Background: an optimization exercise with open tools, aiming at small area and a short achievable clock period. Do not read the settings as production practice. At most, simulation tests tie the RTL to the original design; equivalence was not proved. No driver is modelled on the clock port, so clock power and skew are understated where the tree is cut down; a real chip needs a root buffer or a tree. Power and IR drop assume default switching activity.

// TEN_GIG_MAC_RX_PATH
module TEN_GIG_MAC_RX_PATH #(
    parameter       P_SRC_MAC  = 48'h01_02_03_04_05_06
)(
    input           i_clk               ,
    input           i_rst               ,
    input  [63:0]   i_xgmii_rxd         ,
    input  [7 :0]   i_xgmii_rxc         ,
    input  [47:0]   i_dynamic_src_mac   ,
    input           i_dynamic_src_valid ,
    output [63:0]   m_axis_rdata        ,
    output [79:0]   m_axis_ruser        ,
    output [7 :0]   m_axis_rkeep        ,
    output          m_axis_rlast        ,
    output          m_axis_rvalid       ,
    output          o_crc_error         ,
    output          o_crc_valid
);
clock: 9.0 ns
lec_check: 0
cap_margin: 20
core_margin: 2
core_utilization: 60
slew_margin: 20
standard.sh (not shown) runs the stock make flow with config.mk's settings and CLKGATE_MAP_FILE= SYNTH_SCRIPT=/design/flow/synth_recipe.tcl, a recipe that flattens the netlist after the stock synthesis.
==> flow/flow/run.sh <==
#!/bin/bash
set -euo pipefail
W=$(pwd)
MARGIN=6.0
CLUSTER=30
DIAM=80
export BUFFER_PORTS_ARGS="-buffer_cell sky130_fd_sc_hd__buf_2"
export CTS_ARGS="-sink_clustering_enable -repair_clock_nets -dont_use_dummy_load -buf_list {sky130_fd_sc_hd__clkbuf_8 sky130_fd_sc_hd__clkbuf_16} -root_buf sky130_fd_sc_hd__clkbuf_16 -sink_clustering_size $CLUSTER -sink_clustering_max_diameter $DIAM"
if [[ $MARGIN != 0 ]]; then export SETUP_SLACK_MARGIN=$MARGIN; fi
bash standard.sh > $W/standard_flow.log 2>&1
The first run passed the timing, DRC and antenna checks.
==> next run, changes <==
- CORE_UTILIZATION: 60 -> 70
Result:
- final area falls by about 1.2%
- maximum frequency is lower by 1.4%
- via count climbs by about 4%
- synthesized cell count does not change
- routed wire length stays flat
- first-iteration DRC count is higher by 38%
==> next run, changes <==
==> flow/flow/run.sh (replaced) <==
#!/bin/bash
set -euo pipefail
W=$(pwd)
MARGIN=6.2
CLUSTER=12
DIAM=60
export BUFFER_PORTS_ARGS="-buffer_cell sky130_fd_sc_hd__buf_2"
export CTS_ARGS="-sink_clustering_enable -repair_clock_nets -dont_use_dummy_load -buf_list {sky130_fd_sc_hd__clkbuf_4 sky130_fd_sc_hd__clkbuf_8} -sink_clustering_size $CLUSTER -sink_clustering_max_diameter $DIAM"
if [[ $MARGIN != 0 ]]; then export SETUP_SLACK_MARGIN=$MARGIN; fi
bash standard.sh > $W/standard_flow.log 2>&1
- CORE_UTILIZATION: 70 -> 40
The changed run completed with no timing, DRC or antenna violations.
Total power rose by 4.2%.
Global-route usage fell by 13 points.
First-iteration DRC count fell by 38%.
Sequential share of layout area fell by 2.9 points.
Worst setup slack got worse by 8.8 ps.
Area after synthesis does not change.
Wire length rose by 6.6%.
Hold slack got worse by 13 ps.
Cell count rose by 16%.
==> next run, changes <==
==> flow/flow/run.sh (replaced) <==
#!/bin/bash
set -euo pipefail
W=$(pwd)
MARGIN=6.0
CLUSTER=30
DIAM=80
export DONT_BUFFER_PORTS=1
export PRE_GLOBAL_PLACE_TCL=$W/flow/ports.tcl
export CTS_ARGS="-sink_clustering_enable -repair_clock_nets -dont_use_dummy_load -buf_list {sky130_fd_sc_hd__clkbuf_8 sky130_fd_sc_hd__clkbuf_16} -root_buf sky130_fd_sc_hd__clkbuf_16 -sink_clustering_size $CLUSTER -sink_clustering_max_diameter $DIAM"
if [[ $MARGIN != 0 ]]; then export SETUP_SLACK_MARGIN=$MARGIN; fi
bash standard.sh > $W/standard_flow.log 2>&1
==> flow/flow/ports.tcl (new file) <==
# Sourced before global placement (PRE_GLOBAL_PLACE_TCL). The standard step
# removes the synthesis buffers and then buffers every port; here the port
# buffering (DONT_BUFFER_PORTS=1 skips the standard one) follows
# remove_buffers directly, with buf_1 on inputs and buf_2 on outputs.
rename remove_buffers my_std_remove_buffers
proc remove_buffers {args} {
  my_std_remove_buffers {*}$args
  buffer_ports -inputs -buffer_cell sky130_fd_sc_hd__buf_1
  buffer_ports -outputs -buffer_cell sky130_fd_sc_hd__buf_2
}
- CORE_UTILIZATION: 40 -> 60
After rerunning: The new run went through all stages and came out clean; total power shrinks by a few percent; register-to-register slack got worse by 160 ps; sequential power shrinks slightly; cell count shrinks by roughly a tenth; global-route usage grows by 8.8 points; combinational power shrinks slightly; worst hold slack improved by 23 ps; final area shrinks by a few percent; flip-flop and latch count does not change; maximum frequency grows by a few percent.
==> next run, changes <==
==> flow/flow/run.sh (replaced) <==
#!/bin/bash
set -euo pipefail
W=$(pwd)
MARGIN=6.0
CLUSTER=16
DIAM=60
export BUFFER_PORTS_ARGS="-buffer_cell sky130_fd_sc_hd__buf_2"
export CTS_ARGS="-sink_clustering_enable -repair_clock_nets -dont_use_dummy_load -buf_list {sky130_fd_sc_hd__clkbuf_8 sky130_fd_sc_hd__clkbuf_16} -root_buf sky130_fd_sc_hd__clkbuf_16 -sink_clustering_size $CLUSTER -sink_clustering_max_diameter $DIAM"
if [[ $MARGIN != 0 ]]; then export SETUP_SLACK_MARGIN=$MARGIN; fi
bash standard.sh > $W/standard_flow.log 2>&1
- CORE_UTILIZATION: 60 -> 40
removed: flow/flow/ports.tcl
Effect: The changed run produced a clean layout. Final cell count came out higher by 11%. Combinational power stays flat. Global-route usage went down by 8.5 points. Register-to-register slack hardly moves. Power increases by 4.9%. Design area grows by 4.0%. Sequential power stays flat.

* * *

Another version of the RTL of TEN_GIG_MAC_RX_PATH (not shown whole).
Size in the first run: about 1700 cells after synthesis, roughly 0.024 sq mm of cells after synthesis.
Settings: LEC_CHECK=0, CAP_MARGIN=20, CORE_MARGIN=2, CORE_UTILIZATION=70, SLEW_MARGIN=20; clock period 9.0 ns.
==> flow/flow/run.sh <==
#!/bin/bash
set -euo pipefail
W=$(pwd)
MARGIN=6.35
CLUSTER=30
DIAM=80
export DONT_BUFFER_PORTS=1
export PRE_GLOBAL_PLACE_TCL=$W/flow/ports.tcl
export CTS_ARGS="-sink_clustering_enable -repair_clock_nets -dont_use_dummy_load -buf_list {sky130_fd_sc_hd__clkbuf_8 sky130_fd_sc_hd__clkbuf_16} -root_buf sky130_fd_sc_hd__clkbuf_16 -sink_clustering_size $CLUSTER -sink_clustering_max_diameter $DIAM"
NLEAF=26
if [[ $NLEAF != 0 ]]; then export PRE_CTS_TCL=$W/flow/cts.tcl; fi
if [[ $MARGIN != 0 ]]; then export SETUP_SLACK_MARGIN=$MARGIN; fi
bash standard.sh > $W/standard_flow.log 2>&1
Other scripts of this flow, unchanged in this note and not shown: flow/flow/cts.tcl, flow/flow/ports.tcl
Rerun with:
Settings changed: CORE_UTILIZATION 70 to 60.
What happened:
- wire length is lower by a little under a tenth
- setup slack is better by 0.030 ns
- cell count is higher by a few percent
- core utilization is lower by 12 points
- total power is lower slightly
- via count is lower by a few percent
- sequential power is about the same
- combinational power is lower slightly
- hold slack hardly moves
- area after synthesis stays the same
Function was not checked in any run of this note: the RTL went through the layout flow alone. No run of this note takes its clock network from TritonCTS; it comes from the design's own scripts or RTL.

==> afterwards: timing with drivers on the ports <==
No port has a modelled driver above. Below, the same layouts with a new extraction and two added sets of constraints. Step 1, drivers: a clkbuf_16 drives i_clk and a buf_2 each remaining input, both assumed. Step 2, shift: input delay + t, output delay - t, t = (earliest + latest rising clock arrival at the registers) / 2. This alone moves slack from input paths to output paths. a / b / c = no drivers / after step 1 / after step 2; a / b = the first two.
run	shift t [ns]	setup WS [ns]	worst setup path after step 2	slew at the worst register clock pin (ns)	worst slew at a driven data input, ns
the first run of note 1	0.634	6.015 / 5.960 / 5.885	input, reset recovery	0.11 / 0.11	0.07
the second run of note 1	0.613	5.972 / 5.919 / 5.884	input, reset recovery	0.12 / 0.12	0.06
the third run of note 1	0.679	5.964 / 5.910 / 5.776	input to register	0.09 / 0.09	0.06
the fourth run of note 1	0.639	6.034 / 5.977 / 5.693	input, reset recovery	0.11 / 0.11	0.07
the fifth run of note 1	0.633	6.041 / 5.983 / 5.817	input, reset recovery	0.07 / 0.07	0.07
the first run of note 2	0.468	6.252 / 6.139 / 6.035	input to register	0.11 / 0.11	0.07
the second run of note 2	0.473	6.281 / 6.153 / 6.072	input to register	0.10 / 0.10	0.05
After both steps every run listed still meets setup and hold. For the fourth run of note 1, which loses most, drivers alone change the setup slack by -0.057 ns; drivers and shift together by -0.341 ns. The worst setup slack also covers recovery checks on asynchronous resets.
